What follows belongs to an exercise in optimizing a design on an open flow for small area; a production flow would make more cautious choices. The RTL was checked by simulation tests, not by an equivalence proof against the original design.

Setup of 09-28:
// current_filter
module current_filter (pClk, pRst, pFilterIn, pFilterOut);
  input         pClk;
  input         pRst;
  input  [15:0] pFilterIn;
  output [15:0] pFilterOut;
  reg [15:0] r1;
  reg [15:0] r2;
  reg [15:0] r3;
  reg [15:0] r4;
  reg [15:0] r5;
  reg [15:0] r6;
  reg [15:0] r7;
  reg [15:0] r8;
  reg [15:0] r9;
  reg [15:0] r10;
  reg [15:0] r11;
  reg [15:0] r12;
  reg [15:0] r13;
  reg [15:0] r14;
  reg [15:0] r15;
  reg [15:0] r16;
  reg [15:0] r17;
  reg [15:0] r18;
  reg [15:0] r19;
  reg [15:0] r20;
  reg [15:0] r21;
  wire s1, c2;
  wire s3, c4;
  wire s5, c6;
  wire s7, c8;
  wire s9, c10;
  wire s11, c12;
  wire s13, c14;
  wire s15, c16;
  wire s17, c18;
  wire s19, c20;
  wire s21, c22;
  wire s23, c24;
  wire s25, c26;
  wire s27, c28;
  wire s29, c30;
  wire s31, c32;
  wire s33, c34;
  wire s35, c36;
  wire s37, c38;
  wire s39, c40;
  wire s41, c42;
  wire s43, c44;
  wire s45, c46;
  wire s47, c48;
  wire s49, c50;
  wire s51, c52;
  wire s53, c54;
  wire s55, c56;
  wire s57, c58;
  wire s59, c60;
  wire s61, c62;
  wire s63, c64;
  wire s65, c66;
  wire s67, c68;
  wire s69, c70;
  wire s71, c72;
  wire s73, c74;
  wire s75, c76;
  wire s77, c78;
  wire s79, c80;
  wire s81, c82;
  wire s83, c84;
  wire s85, c86;
  wire s87, c88;
  wire s89, c90;
  wire s91, c92;
  wire s93, c94;
  wire s95, c96;
  wire s97, c98;
  wire s99, c100;
  wire s101, c102;
  wire s103, c104;
  wire s105, c106;
  wire s107, c108;
  wire s109, c110;
  wire s111, c112;
  wire s113, c114;
  wire s115, c116;
  wire s117, c118;
  wire s119, c120;
  wire s121, c122;
  wire s123, c124;
  wire s125, c126;
  wire s127, c128;
  ...
clock: 7.5 ns
lec_check: 0
cap_margin: 20
core_margin: 2
core_utilization: 82
cts_buf_list: sky130_fd_sc_hd__clkbuf_8
cts_cluster_diameter: 100
cts_cluster_size: 16
slew_margin: 20
synth_hierarchical: 1
standard.sh (not shown) runs the stock make flow with config.mk's settings and CLKGATE_MAP_FILE= SYNTH_SCRIPT=/design/flow/synth_recipe.tcl, a recipe that flattens the netlist after the stock synthesis.
==> flow/flow/run.sh <==
#!/bin/bash
# The standard layout (the standard.sh, all ORFS steps), with the port buffers that
# ORFS's buffer_ports inserts made of the smallest buffer cell instead of its default choice.
set -euo pipefail
bash standard.sh "BUFFER_PORTS_ARGS=-buffer_cell sky130_fd_sc_hd__buf_1" finish > standard.log 2>&1
Input changes introduced in 03-03 (baseline for comparison: 09-28):
Settings: CORE_UTILIZATION now 80, was 82.
==> flow/run.sh (new file) <==
#!/bin/bash
# synth_recipe.tcl (not shown) runs the flow's synth.tcl, then flattens the netlist and writes it again
# the make line also repeats each setting of config.mk as NAME=value (left out here)
make -C /OpenROAD-flow-scripts/flow DESIGN_CONFIG=/design/flow/config.mk WORK_HOME=/design/flow/orfs CLKGATE_MAP_FILE= SYNTH_SCRIPT=/design/flow/synth_recipe.tcl finish
removed: flow/flow/run.sh
removed: flow/standard.sh
--- outcome ---
03-03 | status: complete | timing, DRC, antenna: pass
There was hardly any difference in sequential standard cell area between 03-03 and 09-28.
Re sequential share of cell area: 09-28 and 03-03 aren't equal, and the lower value belongs to 03-03.
In the reports for 09-28 and 03-03, the larger relative area change from synthesis to final layout belongs to 03-03.
As far as clock-buffer cell count goes, 09-28 and 03-03 are indistinguishable; the numbers are identical.
Delta(total routing usage reported by global routing, 03-03 - 09-28) < 0
Per the comparison of 03-03 with 09-28, routed wire length up 200 µm; critical path's largest stage delay went up 0.08 ns.


Another version of the RTL of current_filter (not shown whole).
Size in the first run: about 1700 cells after synthesis, ~460 flip-flops, roughly 34 I/O pins.
Settings: LEC_CHECK=0, CAP_MARGIN=20, CORE_MARGIN=2, CORE_UTILIZATION=80, CTS_BUF_LIST=sky130_fd_sc_hd__clkbuf_8, CTS_CLUSTER_DIAMETER=70, CTS_CLUSTER_SIZE=13, SLEW_MARGIN=20, SYNTH_HIERARCHICAL=1; clock period 7.5 ns.
run.sh (not shown) runs the stock make flow with config.mk's settings and CLKGATE_MAP_FILE= SYNTH_SCRIPT=/design/flow/synth_recipe.tcl, a recipe that flattens the netlist after the stock synthesis.
Stock flow here: none of the scripts above is used.
==> next run, changes <==
==> flow/flow/run.sh (new file) <==
#!/bin/bash
# The standard layout (the standard.sh, all ORFS steps), with the port buffers that
# ORFS's buffer_ports inserts made of the smallest buffer cell instead of its default choice.
set -euo pipefail
bash standard.sh "BUFFER_PORTS_ARGS=-buffer_cell sky130_fd_sc_hd__buf_1" finish > standard.log 2>&1
==> flow/standard.sh (new file) <==
#!/bin/bash
# synth_recipe.tcl (not shown) runs the flow's synth.tcl, then flattens the netlist and writes it again
# the make line also repeats each setting of config.mk as NAME=value (left out here)
make -C /OpenROAD-flow-scripts/flow DESIGN_CONFIG=/design/flow/config.mk WORK_HOME=/design/flow/orfs CLKGATE_MAP_FILE= SYNTH_SCRIPT=/design/flow/synth_recipe.tcl "${@:-finish}"
CTS_CLUSTER_DIAMETER = 100   (was 70)
CTS_CLUSTER_SIZE = 16   (was 13)
removed: flow/run.sh
The new run finished clean.
Design area decreases by about 1.2%.
Maximum frequency went down by about 3.4%.
Synthesized cell count does not change.
Core utilization falls by 1.1 points.
Via count goes down by 0.80%.
Cell count fell by about 0.4%.
Worst hold slack is better by 0.0068 ns.
Register-to-register slack degrades by 0.22 ns.
Routed wire length goes down by about 1.5%.
==> next run, changes <==
==> flow/run.sh (new file) <==
#!/bin/bash
# synth_recipe.tcl (not shown) runs the flow's synth.tcl, then flattens the netlist and writes it again
# the make line also repeats each setting of config.mk as NAME=value (left out here)
make -C /OpenROAD-flow-scripts/flow DESIGN_CONFIG=/design/flow/config.mk WORK_HOME=/design/flow/orfs CLKGATE_MAP_FILE= SYNTH_SCRIPT=/design/flow/synth_recipe.tcl finish
removed: flow/flow/run.sh
removed: flow/standard.sh
What happened: The changed run passed the timing, design-rule and antenna checks; die area stays the same; routed wire length is higher by 0.86%; count of clock-buffer cells in the layout is unchanged; setup slack gains 0.23 ns; fmax is higher by about 3.7%; via count barely changes.
==> next run, changes <==
CTS_CLUSTER_DIAMETER = 70   (was 100)
Worst setup slack is about the same.
Maximum frequency is about the same.
Final area barely changes.
Global-route usage barely changes.
Routed wire length is higher by about 0.9%.
Area after synthesis stays the same.
Utilization is higher by 0.19 points.
==> next run, changes <==
CTS_CLUSTER_DIAMETER = 150   (was 70)
Synthesized area stays the same.
Non-clock buffer count does not change.
Count of clock-buffer cells in the layout came out lower by 3.
Sequential share of layout area hardly moves.


== P ==
current_filter with an RTL version that a note above also has.
Size in the first run: about 1600 cells after synthesis, ~460 flip-flops, about 34 I/O pins, about 23000 µm² of cells after synthesis.
clock: 7.5 ns
lec_check: 0
cap_margin: 20
core_margin: 2
core_utilization: 84
cts_buf_list: sky130_fd_sc_hd__clkbuf_8
cts_cluster_diameter: 100
cts_cluster_size: 16
slew_margin: 20
synth_hierarchical: 1
standard.sh (not shown) runs the stock make flow with config.mk's settings and CLKGATE_MAP_FILE= SYNTH_SCRIPT=/design/flow/synth_recipe.tcl, a recipe that flattens the netlist after the stock synthesis.
==> flow/flow/run.sh <==
#!/bin/bash
# The standard layout (the standard.sh, all ORFS steps), with the port buffers that
# ORFS's buffer_ports inserts made of the smallest buffer cell instead of its default choice.
set -euo pipefail
bash standard.sh "BUFFER_PORTS_ARGS=-buffer_cell sky130_fd_sc_hd__buf_1" finish > standard.log 2>&1
Inputs modified between P and Q:
diff --git a/flow/config.mk b/flow/config.mk
--- a/flow/config.mk
+++ b/flow/config.mk
@@ -9,6 +9,6 @@
 export CORE_MARGIN = 2
-export CORE_UTILIZATION = 84
-export CTS_BUF_LIST = sky130_fd_sc_hd__clkbuf_8
-export CTS_CLUSTER_DIAMETER = 100
-export CTS_CLUSTER_SIZE = 16
+export CORE_UTILIZATION = 80
+export CTS_BUF_LIST = sky130_fd_sc_hd__clkbuf_4
+export CTS_CLUSTER_DIAMETER = 50
+export CTS_CLUSTER_SIZE = 8
 export SLEW_MARGIN = 20
- On final non-filler cell total: between Q and P, it ends up higher for Q.
- Weighted congestion at the end of routability-driven global placement of Q falls short of that of P slightly.
- Q vs P on slack of the critical path: Q is the higher one.
- Looking at Q and P, the number of failing hold endpoints at the final stage is a wash.
- Between Q and P, die height is lower for P, Q comes in above that.
- Comparing Q and P, the lower count of clock-buffer cells in the layout was measured on P.
- Compared with P, Q shows a higher met3 demand-to-capacity share in global routing.
diff inputs: Q => R
diff --git a/flow/config.mk b/flow/config.mk
--- a/flow/config.mk
+++ b/flow/config.mk
@@ -10,5 +10,5 @@
 export CORE_UTILIZATION = 80
-export CTS_BUF_LIST = sky130_fd_sc_hd__clkbuf_4
-export CTS_CLUSTER_DIAMETER = 50
-export CTS_CLUSTER_SIZE = 8
+export CTS_BUF_LIST = sky130_fd_sc_hd__clkbuf_8
+export CTS_CLUSTER_DIAMETER = 100
+export CTS_CLUSTER_SIZE = 16
 export SLEW_MARGIN = 20
### Flow results
- Q ran to completion and came out clean on the timing, design-rule and antenna checks.
- R finished all stages; the layout is clean.
- Going from Q to R, the critical path data arrival time was found to have gone down by 160 ps.
- Going from Q to R, final period demand of the worst path shows a reduction of 49 ps; final net count went down by 1.5%; total global-route track usage now smaller.
- Cmp R vs Q: final core utilization lower in R

==> separate check: timing with driven ports <==
Ports are ideal in the flow. The routed layouts listed here were re-timed in OpenROAD.
Step 1 (the two cells are an assumption about what drives the block):
set clk [get_ports {pClk}]
set_driving_cell -lib_cell sky130_fd_sc_hd__clkbuf_16 $clk
set_driving_cell -lib_cell sky130_fd_sc_hd__buf_2 [delete_from_list [all_inputs] $clk]
Step 2 times the ports against the registers' clock, not the clock port: input delays grow and output delays shrink by t, the midpoint of the rising clock arrivals with the driver on.
a / b / c = no drivers / after step 1 / after step 2; a / b = the first two.
| run | t, ns | setup slack, ns | worst hold slack (ns) |
|---|---|---|---|
| 09-28 | 0.599 | 1.391 / 1.391 / 1.391 | 0.367 / 0.367 / 0.367 |
| 03-03 | 0.615 | 1.406 / 1.406 / 1.119 | 0.333 / 0.333 / 0.333 |
| the first run of note 2 | 0.599 | 1.236 / 1.236 / 1.187 | 0.362 / 0.362 / 0.362 |
| the second run of note 2 | 0.625 | 1.012 / 1.012 / 1.012 | 0.369 / 0.369 / 0.369 |
| the third run of note 2 | 0.609 | 1.245 / 1.245 / 1.197 | 0.373 / 0.373 / 0.373 |
| the fourth run of note 2 | 0.607 | 1.246 / 1.246 / 1.215 | 0.367 / 0.367 / 0.367 |
| the fifth run of note 2 | 0.609 | 1.245 / 1.245 / 1.197 | 0.373 / 0.373 / 0.373 |
| P | 0.595 | 1.309 / 1.309 / 1.309 | 0.365 / 0.365 / 0.365 |
| Q | 0.742 | 1.347 / 1.347 / 1.333 | 0.368 / 0.368 / 0.368 |
| R | 0.621 | 1.396 / 1.396 / 1.350 | 0.367 / 0.367 / 0.367 |
After both steps setup and hold are still met in every run listed. The setup slack of 03-03, which loses most, moves by 0.000 ns with the drivers and by -0.287 ns with both steps.
